Source: an optimization exercise on an open RTL-to-GDS flow (aim: small area). Production flows keep margins and buffers that such runs may drop. Where RTL was checked, it was by simulation tests only, not by an equivalence proof against the original. Power and IR drop assume default switching activity.

==> 01-13: inputs <==
==> flow/design.v (excerpt) <==
module mc6809i
#(
    parameter ILLEGAL_INSTRUCTIONS="GHOST"
)
(
    input   [7:0]  D,
    output  [7:0]  DOut,
    output  [15:0] ADDR,
    output  RnW,
    input   clk,
    output  BS,
    output  BA,
    input   nIRQ,
    input   nFIRQ,
    input   nNMI,
    output  AVMA,
    output  BUSY,
    output  LIC,
    input   nHALT,
    input   nRESET,
    input   nDMABREQ
);
Settings: LEC_CHECK=0, ABC_AREA=1, CAP_MARGIN=20, CORE_MARGIN=2, CORE_UTILIZATION=40, CTS_BUF_LIST=sky130_fd_sc_hd__clkbuf_8, GPL_TIMING_DRIVEN=0, PLACE_DENSITY=0.55, SLEW_MARGIN=20; clock period 24.0 ns.
standard.sh (not shown) runs the stock make flow with config.mk's settings and CLKGATE_MAP_FILE= SYNTH_SCRIPT=/design/flow/synth_recipe.tcl, a recipe that flattens the netlist after the stock synthesis.
==> flow/flow/run.sh <==
#!/bin/bash
set -euo pipefail
W=$(pwd)
cat > "$W/my_synth.tcl" <<EOT
proc abc {args} {
  set i [lsearch \$args -script]
  if {\$i >= 0} { lset args [expr {\$i+1}] $W/flow/abc_area2.script }
  yosys abc {*}\$args
}
source $W/synth_recipe.tcl
EOT
sed "s|SYNTH_SCRIPT=[^ ]*|SYNTH_SCRIPT=$W/my_synth.tcl|" standard.sh > my_standard.sh
grep -q "SYNTH_SCRIPT=$W/my_synth.tcl" my_standard.sh
bash my_standard.sh > flow_make.log 2>&1
==> flow/flow/abc_area2.script <==
strash
ifraig
dc2
drw
drf
dc2
dch -f
amap
strash
dc2
drw
dch -f
amap
strash
dc2
dch -f
amap
topo
==> inputs of 04-17, as changes to 01-13 <==
--- a/flow/design.v
+++ b/flow/design.v
@@ -31,17 +31,16 @@
 reg     [7:0]   dp;
 reg     [7:0]   cc;
 reg     [15:0]  ea;
 reg     [7:0]   Inst1;
 reg     [7:0]   Inst2;       
 reg             InstPage2;
 reg             InstPage3;
 reg     [5:0]   st;          
-reg     [2:0]   ity;         
 reg             fhi;         
 reg     rnRESET;
 reg     NMILatched;
 reg     NMISample2;
 reg     NMIMask;
 reg     IRQSample2;
 reg     IRQLatched;
 reg     FIRQSample2;
@@ -805,17 +804,31 @@
 wire    IsSpecialImmediate =  IsSpecialImm(Inst1);
 wire    [2:0] ALU16Reg     =  ALU16RegFromInst(InstPage2, InstPage3, Inst1);
 wire    ALU16OpWriteback;
 wire    [2:0]  ALU16Opcode;
 assign  {ALU16OpWriteback, ALU16Opcode}    =  ALU16OpFromInst(InstPage2, InstPage3, Inst1);
 wire    IsALU16Opcode  =  (ALU16Opcode != 3'b111);
 wire    [4:0] ALU8Op = {Inst1[7], Inst1[3:0]};
 wire    ALU8Writeback = (ALU8Op != ALUOP_CMP) && (ALU8Op != ALUOP_TST) && (ALU8Op != ALUOP_BIT);
-wire    [2:0] AddrModeType = addressing_mode_type(Inst1);
+wire    [3:0] ih = Inst1[7:4];
+wire    [3:0] il = Inst1[3:0];
+wire    [2:0] AddrModeType =
+    (ih == 4'h0 || ih == 4'h9 || ih == 4'hD) ? TYPE_DIRECT :
+    (ih == 4'h6 || ih == 4'hA || ih == 4'hE) ? TYPE_INDEXED :
+    (ih == 4'h7 || ih == 4'hB || ih == 4'hF) ? TYPE_EXTENDED :
+    (ih == 4'h4 || ih == 4'h5) ? TYPE_INHERENT :
+    (ih == 4'h2) ? TYPE_RELATIVE :
+    (ih == 4'hC) ? TYPE_IMMEDIATE :
+    (ih == 4'h8) ? ((il == 4'h7 || il == 4'hF) ? TYPE_INVALID : (il == 4'hD) ? TYPE_RELATIVE : TYPE_IMMEDIATE) :
+    (ih == 4'h1) ? ((il == 4'h2 || il == 4'h3 || il == 4'h9 || il == 4'hD) ? TYPE_INHERENT :
+                    (il == 4'h6 || il == 4'h7) ? TYPE_RELATIVE :
+                    (il == 4'hA || il == 4'hC || il == 4'hE || il == 4'hF) ? TYPE_IMMEDIATE : TYPE_INVALID) :
+            ((il[3:2] == 2'b00) ? TYPE_INDEXED : (il[3:2] == 2'b01) ? TYPE_IMMEDIATE :
+                    (il == 4'h8 || il == 4'hE) ? TYPE_INVALID : TYPE_INHERENT);
 wire    Is8BitInst     =  IsALU8Set0(Inst1) | IsALU8Set1(Inst1);
 wire    IsTargetRegA   =  IsRegA(Inst1);
 wire    TakeBranch     =  take_branch(Inst1, cc);
 wire    InstIsJMP      =  IsJMP(Inst1);
 function [3:0] code16(input [2:0] r);    
 begin
     case (r)
         3'd0: code16 = RC_X;
@@ -860,17 +873,17 @@
 reg         i2mask;
 reg  [7:0]  i2mask_v;
 reg         i1_we;
 reg         fl_we;
 reg  [3:0]  fl_v;
 reg         fhi_tog;
 reg  [5:0]  st_n;
 reg         i1_int;
-reg  [2:0]  ity_n;
+reg  [1:0]  i1_code;
 reg  [2:0]  pshbit;
 reg  [2:0]  pulbit;
 always @(*)
 begin
     casez (Inst2)
         8'b1???????: pshbit = 3'd7;
         8'b01??????: pshbit = 3'd6;
         8'b001?????: pshbit = 3'd5;
@@ -913,17 +926,19 @@
 wire [3:0] exD1 = D[7:4];
 wire [3:0] exD2 = D[3:0];
 wire       exDs = (exD1 == RC_S) ^ (exD2 == RC_S);
 wire [3:0] exDq = (exD1 == RC_S) ? exD2 : exD1;
 wire [3:0] exI1 = Inst2[7:4];
 wire [3:0] exI2 = Inst2[3:0];
 wire       exIs = (exI1 == RC_S) ^ (exI2 == RC_S);
 wire [3:0] exIq = (exI1 == RC_S) ? exI2 : exI1;
-wire ity_hw   = (ity == IV_NMI) | (ity == IV_IRQ) | (ity == IV_FIRQ);
+wire [2:0] ity = (Inst1[2:1] == 2'b00) ? IV_NMI : (Inst1[2:1] == 2'b01) ? IV_IRQ :
+                 (Inst1[2:1] == 2'b10) ? IV_FIRQ : (InstPage2 ? IV_SWI2 : IV_SWI);
+wire ity_hw   = (Inst1[2:1] != 2'b11);
 wire fu   = Inst1[1] & ~Inst1[3];                         
 wire flic = Inst1[3] & Inst1[0] & ity_hw;                 
 wire frti = Inst1[3];                                     
 always @(*)
 begin
     ao = AO_XI; vidx = 3'b111; vlo = 1'b1;
     xisel = XI_K; xd = XD_P1;
     rnw = 1'b1; dhi = 1'b0;
@@ -935,17 +950,17 @@
     pc_inc = 1'b0; s_xo = 1'b0; u_xo = 1'b0;
     ea_hi_we = 1'b0; ea_lo_we = 1'b0; ea_src = ES_R;
     fop = F_NONE; f_sub = 1'b0;
     set_e = 1'b0; clr_e = 1'b0; set_f = 1'b0; set_i = 1'b0;
     rst_regs = 1'b0; a_clr = 1'b0;
     i2op = I2_HOLD; i2mask = 1'b0; i2mask_v = Inst2;
     i1_we = 1'b0;
     fl_we = 1'b0; fl_v = 4'b0000; fhi_tog = 1'b0;
-    st_n = st; ity_n = ity; i1_int = 1'b0;
+    st_n = st; i1_code = 2'b11; i1_int = 1'b0;
     case (st)
     S_RESET:
     begin
         rst_regs = 1'b1;
         st_n = S_RESET0;
     end
     S_RESET0:
     begin
@@ -979,27 +994,27 @@
         else if (~HALTLatched)
         begin
             avma = 1'b0;
             bs = 1'b1; ba = 1'b1; lic = 1'b1;
             st_n = S_HALTED;
         end
         else if (~NMILatched)
         begin
-            ity_n = IV_NMI; i1_int = 1'b1;
+            i1_code = 2'b00; i1_int = 1'b1;
             st_n = S_INT_START;
         end
         else if (~FIRQLatched & ~cc[CC_F_BIT])
         begin
-            ity_n = IV_FIRQ; i1_int = 1'b1;
+            i1_code = 2'b10; i1_int = 1'b1;
             st_n = S_INT_START;
         end
         else if (~IRQLatched & ~cc[CC_I_BIT])
         begin
-            ity_n = IV_IRQ; i1_int = 1'b1;
+            i1_code = 2'b01; i1_int = 1'b1;
             st_n = S_INT_START;
         end
         else
         begin
             pc_inc = 1'b1;
             if ((MappedInstruction == 8'h10) | (MappedInstruction == 8'h11))
                 st_n = S_FETCH_I1V2;
             else
@@ -1083,17 +1098,16 @@
                 5'b1_1011:                           
                 begin
                     i2op = I2_FF;              
                     fl_we = 1'b1;
                     st_n = S_PUL;
                 end
                 5'b1_1111:                           
                 begin
-                    ity_n = InstPage2 ? IV_SWI2 : IV_SWI;
                     st_n = S_INT_START;
                 end
                 5'b1_1100:                           
                 begin
                     pc_inc = 1'b1;
                     rb = {1'b0, RC_CC}; aop = ALUOP_AND; rsel = RS_L;
                     wp = RC_CC; set_e = 1'b1;
                     st_n = S_CWAI;
@@ -1811,31 +1825,31 @@
         st_n = S_IRQ_DC;
     end
     S_CWAI_POST:
     begin
         avma = 1'b0;
         if (~NMILatched)
         begin
             avma = 1'b1;
-            ity_n = IV_NMI;
+            i1_we = 1'b1; i1_int = 1'b1; i1_code = 2'b00;
             set_f = 1'b1; set_i = 1'b1;
             st_n = S_VEC_HI;
         end
         else if (~FIRQLatched & ~cc[CC_F_BIT])
         begin
             avma = 1'b1;
-            ity_n = IV_FIRQ;
+            i1_we = 1'b1; i1_int = 1'b1; i1_code = 2'b10;
             set_f = 1'b1; set_i = 1'b1;
             st_n = S_VEC_HI;
         end
         else if (~IRQLatched & ~cc[CC_I_BIT])
         begin
             avma = 1'b1;
-            ity_n = IV_IRQ;
+            i1_we = 1'b1; i1_int = 1'b1; i1_code = 2'b01;
             set_i = 1'b1;
             st_n = S_VEC_HI;
         end
     end
     S_SYNC:
     begin
         ba = 1'b1; lic = 1'b1; avma = 1'b0;
         if (~(NMILatched & FIRQLatched & IRQLatched))
@@ -1878,22 +1892,21 @@
             ALUOP_NEG: begin rb = RB_ZERO; ysel = xdsel ? Y_SD : (acode == RC_A) ? Y_SA : Y_SB; xdsel = 1'b0; iy = 1'b1; cin = 1'b1; end
             ALUOP_DEC: begin iy = 1'b1; end
             ALUOP_INC: begin cin = 1'b1; end
             ALUOP_SUB, ALUOP_CMP: begin iy = 1'b1; cin = 1'b1; end
             ALUOP_SBC: begin iy = 1'b1; cin = ~cc[CC_C_BIT]; end
             ALUOP_ADC: begin cin = cc[CC_C_BIT]; end
             default: begin end
         endcase
-        case (aop)
-            ALUOP_NEG, ALUOP_DEC, ALUOP_INC, ALUOP_SUB, ALUOP_CMP, ALUOP_SBC, ALUOP_ADC, ALUOP_ADD:
-                rsel = RS_ADD;
-            default:
-                rsel = RS_L;
-        endcase
+        if ((aop == ALUOP_NEG) | (aop == ALUOP_DEC) | (aop == ALUOP_INC) | (aop == ALUOP_SUB) |
+            (aop == ALUOP_CMP) | (aop == ALUOP_SBC) | (aop == ALUOP_ADC) | (aop == ALUOP_ADD))
+            rsel = RS_ADD;
+        else
+            rsel = RS_L;
     end
 end
 reg [15:0] RB;
 always @(*)
 begin
     case (rb)
         {1'b0, RC_D}:  RB = {a, b};
         {1'b0, RC_X}:  RB = x;
@@ -2144,17 +2157,16 @@
     FIRQLatched <= FIRQSample2;
     HALTSample2 <= nHALT;
     HALTLatched <= HALTSample2;
     DMABREQSample2 <= nDMABREQ;
     DMABREQLatched <= DMABREQSample2;
     if (rnRESET == 1)
     begin
         st <= st_n;
-        ity <= ity_n;
         if (s_change)
             NMIMask <= 1'b0;
         s <= s_d;
         cc <= cc_f;
         if (rst_regs | a_clr)
             a <= 8'h00;
         else if (wp_d & whi)
             a <= R[15:8];
@@ -2184,18 +2196,21 @@
         else if (pc_inc)
             pc <= XO;
         if (ea_hi_we)
             ea[15:8] <= (ea_src == ES_XO) ? XO[15:8] : (ea_src == ES_X16) ? X16[15:8] : R[15:8];
         if (ea_lo_we)
             ea[7:0]  <= (ea_src == ES_XO) ? XO[7:0]  : (ea_src == ES_X16) ? X16[7:0]  : R[7:0];
         if (i1_we)
         begin
-            Inst1 <= i1_int ? 8'h3F : MappedInstruction;      
-            if (st == S_FETCH_I1)
+            Inst1 <= i1_int ? {5'b00111, i1_code, 1'b1} : MappedInstruction;      
+            if (st == S_CWAI_POST)
+            begin
+            end
+            else if (st == S_FETCH_I1)
             begin
                 InstPage2 <= (MappedInstruction == 8'h10);
                 InstPage3 <= (MappedInstruction == 8'h11);
             end
             else
             begin
                 if ((MappedInstruction == 8'h10) & ~InstPage3)
                     InstPage2 <= 1'b1;
==> flow/flow/run.sh (replaced) <==
#!/bin/bash
# The standard layout (standard.sh), with two changes:
#  - synthesis maps the logic with a stronger area-oriented ABC script
#    (flow/abc_area2.script); everything else in synthesis (yosys synth with
#    -nofsm -noshare, flattening, renaming, registers) is the standard flow's own script;
#  - clock tree synthesis uses clkbuf_16 and no dummy loads;
#  - the port buffers are buf_1 cells.
set -euo pipefail
W=$(pwd)
cat > "$W/my_synth.tcl" <<EOT
proc abc {args} {
  set i [lsearch \$args -script]
  if {\$i >= 0} { lset args [expr {\$i+1}] $W/flow/abc_area2.script }
  yosys abc {*}\$args
}
source $W/synth_recipe.tcl
EOT
sed "s|SYNTH_SCRIPT=[^ ]*|SYNTH_SCRIPT=$W/my_synth.tcl|" standard.sh > my_standard.sh
grep -q "SYNTH_SCRIPT=$W/my_synth.tcl" my_standard.sh
export CTS_ARGS="-sink_clustering_enable -repair_clock_nets -buf_list sky130_fd_sc_hd__clkbuf_16 -dont_use_dummy_load"
export BUFFER_PORTS_ARGS="-buffer_cell sky130_fd_sc_hd__buf_1"
bash my_standard.sh > flow_make.log 2>&1
==> flow/flow/abc_area2.script (replaced) <==
strash
ifraig
dc2
drw
drf
dc2
&get -n
&deepsyn -T 150
&put
dc2
drw
&get -n
&deepsyn -T 150
&put
dc2
drf
&get -n
&deepsyn -T 150
&put
dch -f
amap
strash
dc2
drw
dch -f
amap
strash
dc2
dch -f
amap
topo
CTS_BUF_LIST = unset   (was sky130_fd_sc_hd__clkbuf_8)
==> inputs of 03-02, as changes to 01-13 <==
--- a/flow/design.v
+++ b/flow/design.v
@@ -805,17 +805,31 @@
 wire    IsSpecialImmediate =  IsSpecialImm(Inst1);
 wire    [2:0] ALU16Reg     =  ALU16RegFromInst(InstPage2, InstPage3, Inst1);
 wire    ALU16OpWriteback;
 wire    [2:0]  ALU16Opcode;
 assign  {ALU16OpWriteback, ALU16Opcode}    =  ALU16OpFromInst(InstPage2, InstPage3, Inst1);
 wire    IsALU16Opcode  =  (ALU16Opcode != 3'b111);
 wire    [4:0] ALU8Op = {Inst1[7], Inst1[3:0]};
 wire    ALU8Writeback = (ALU8Op != ALUOP_CMP) && (ALU8Op != ALUOP_TST) && (ALU8Op != ALUOP_BIT);
-wire    [2:0] AddrModeType = addressing_mode_type(Inst1);
+wire    [3:0] ih = Inst1[7:4];
+wire    [3:0] il = Inst1[3:0];
+wire    [2:0] AddrModeType =
+    (ih == 4'h0 || ih == 4'h9 || ih == 4'hD) ? TYPE_DIRECT :
+    (ih == 4'h6 || ih == 4'hA || ih == 4'hE) ? TYPE_INDEXED :
+    (ih == 4'h7 || ih == 4'hB || ih == 4'hF) ? TYPE_EXTENDED :
+    (ih == 4'h4 || ih == 4'h5) ? TYPE_INHERENT :
+    (ih == 4'h2) ? TYPE_RELATIVE :
+    (ih == 4'hC) ? TYPE_IMMEDIATE :
+    (ih == 4'h8) ? ((il == 4'h7 || il == 4'hF) ? TYPE_INVALID : (il == 4'hD) ? TYPE_RELATIVE : TYPE_IMMEDIATE) :
+    (ih == 4'h1) ? ((il == 4'h2 || il == 4'h3 || il == 4'h9 || il == 4'hD) ? TYPE_INHERENT :
+                    (il == 4'h6 || il == 4'h7) ? TYPE_RELATIVE :
+                    (il == 4'hA || il == 4'hC || il == 4'hE || il == 4'hF) ? TYPE_IMMEDIATE : TYPE_INVALID) :
+            ((il[3:2] == 2'b00) ? TYPE_INDEXED : (il[3:2] == 2'b01) ? TYPE_IMMEDIATE :
+                    (il == 4'h8 || il == 4'hE) ? TYPE_INVALID : TYPE_INHERENT);
 wire    Is8BitInst     =  IsALU8Set0(Inst1) | IsALU8Set1(Inst1);
 wire    IsTargetRegA   =  IsRegA(Inst1);
 wire    TakeBranch     =  take_branch(Inst1, cc);
 wire    InstIsJMP      =  IsJMP(Inst1);
 function [3:0] code16(input [2:0] r);    
 begin
     case (r)
         3'd0: code16 = RC_X;
@@ -1878,22 +1892,21 @@
             ALUOP_NEG: begin rb = RB_ZERO; ysel = xdsel ? Y_SD : (acode == RC_A) ? Y_SA : Y_SB; xdsel = 1'b0; iy = 1'b1; cin = 1'b1; end
             ALUOP_DEC: begin iy = 1'b1; end
             ALUOP_INC: begin cin = 1'b1; end
             ALUOP_SUB, ALUOP_CMP: begin iy = 1'b1; cin = 1'b1; end
             ALUOP_SBC: begin iy = 1'b1; cin = ~cc[CC_C_BIT]; end
             ALUOP_ADC: begin cin = cc[CC_C_BIT]; end
             default: begin end
         endcase
-        case (aop)
-            ALUOP_NEG, ALUOP_DEC, ALUOP_INC, ALUOP_SUB, ALUOP_CMP, ALUOP_SBC, ALUOP_ADC, ALUOP_ADD:
-                rsel = RS_ADD;
-            default:
-                rsel = RS_L;
-        endcase
+        if ((aop == ALUOP_NEG) | (aop == ALUOP_DEC) | (aop == ALUOP_INC) | (aop == ALUOP_SUB) |
+            (aop == ALUOP_CMP) | (aop == ALUOP_SBC) | (aop == ALUOP_ADC) | (aop == ALUOP_ADD))
+            rsel = RS_ADD;
+        else
+            rsel = RS_L;
     end
 end
 reg [15:0] RB;
 always @(*)
 begin
     case (rb)
         {1'b0, RC_D}:  RB = {a, b};
         {1'b0, RC_X}:  RB = x;
==> flow/flow/run.sh (replaced) <==
#!/bin/bash
# The standard layout (standard.sh), with two changes:
#  - synthesis maps the logic with a stronger area-oriented ABC script
#    (flow/abc_area2.script); everything else in synthesis (yosys synth with
#    -nofsm -noshare, flattening, renaming, registers) is the standard flow's own script;
#  - clock tree synthesis uses clkbuf_16 and no dummy loads;
#  - the port buffers are buf_1 cells.
set -euo pipefail
W=$(pwd)
cat > "$W/my_synth.tcl" <<EOT
proc abc {args} {
  set i [lsearch \$args -script]
  if {\$i >= 0} { lset args [expr {\$i+1}] $W/flow/abc_area2.script }
  yosys abc {*}\$args
}
source $W/synth_recipe.tcl
EOT
sed "s|SYNTH_SCRIPT=[^ ]*|SYNTH_SCRIPT=$W/my_synth.tcl|" standard.sh > my_standard.sh
grep -q "SYNTH_SCRIPT=$W/my_synth.tcl" my_standard.sh
export CTS_ARGS="-sink_clustering_enable -repair_clock_nets -buf_list sky130_fd_sc_hd__clkbuf_16 -dont_use_dummy_load"
export BUFFER_PORTS_ARGS="-buffer_cell sky130_fd_sc_hd__buf_1"
bash my_standard.sh > flow_make.log 2>&1
==> flow/flow/abc_area2.script (replaced) <==
strash
ifraig
dc2
drw
drf
dc2
&get -n
&deepsyn -T 60
&put
dc2
drw
&get -n
&deepsyn -T 60
&put
dch -f
amap
strash
dc2
drw
dch -f
amap
strash
dc2
dch -f
amap
topo
CTS_BUF_LIST = unset   (was sky130_fd_sc_hd__clkbuf_8)
==> notes <==
Between 01-13 and 03-02, the lower cell area is in 03-02 (gap 9.8%, measured against 03-02). 04-17 produced a clean layout. 01-13 finished with timing, DRC and antenna clean. 03-02 passed the timing, DRC and antenna checks. Via count: 01-13 > 03-02 > 04-17. Die area: 04-17 < 03-02 < 01-13. Wire length: 03-02 is smaller than 01-13 (4.9%). Final cell count, highest first: 01-13, 03-02, 04-17. In 01-13 the non-clock buffer count is higher than in 03-02, by 3.
==> figures <==
Sequential power share: 03-02 29.4%; 04-17 24.9%; 01-13 21.8%
Outcome: 03-02 timing/DRC/antenna clean; 04-17 timing/DRC/antenna clean; 01-13 timing/DRC/antenna clean
Data arrival time of the worst path: 03-02 22.48 ns; 04-17 20.84 ns; 01-13 21.04 ns
Cell count of the worst reg-to-reg path: 03-02 59; 04-17 53; 01-13 57
Final setup slack of the worst path: 03-02 1.89 ns; 04-17 3.53 ns; 01-13 3.47 ns
Layer carrying the most global-route usage: 03-02 met2; 04-17 met1; 01-13 met1
Avg WL per Cell: 03-02 35.1 um; 04-17 35.5 um; 01-13 33.4 um
Register cell area after layout: 03-02 0.00487 mm^2; 04-17 0.00478 mm^2; 01-13 0.00493 mm^2
Clock Latency Late Sink: 03-02 0.48 ns; 04-17 0.46 ns; 01-13 0.59 ns
Remaining max-slew budget at the tightest pin: 03-02 11.9%; 04-17 7.37%; 01-13 8.62%
Fraction of post-synthesis cell area in the top cell type by area: 03-02 30.8%; 04-17 30.6%; 01-13 28.5%
Synthesized area per cell: 03-02 7.37 um^2; 04-17 7.31 um^2; 01-13 7.27 um^2
Comb pwr: 03-02 1.27 mW; 04-17 1.71 mW; 01-13 2.38 mW
Clock network power share: 03-02 11.3%; 04-17 9.2%; 01-13 7.0%
No functional check of the RTL was part of 01-13.

-- static timing again, ports no longer ideal --
How much do the figures lean on ideal ports? The routed layouts below were timed once more, with nothing changed but the port constraints. Step 1, drivers: a clkbuf_16 drives clk and a buf_2 each remaining input, both assumed. Step 2 moves the port delays by t, midway between the first and last clock arrival at a register: inputs arrive t later, outputs are due t later. That takes back most of the time a late clock gives input paths. Slacks: ideal / step 1 / step 2; pairs: ideal / step 1.
run | t (ns) | slack for setup (ns) | worst data-port slew with drivers (ns)
01-13 | 0.634 | 3.466 / 3.466 / 3.372 | 0.03
04-17 | 0.500 | 3.528 / 3.551 / 3.051 | 0.05
03-02 | 0.524 | 1.893 / 1.893 / 1.893 | 0.03
After both steps setup and hold are still met in every run listed. For 04-17, which loses most, drivers alone change the setup slack by +0.023 ns; drivers and shift together by -0.477 ns.
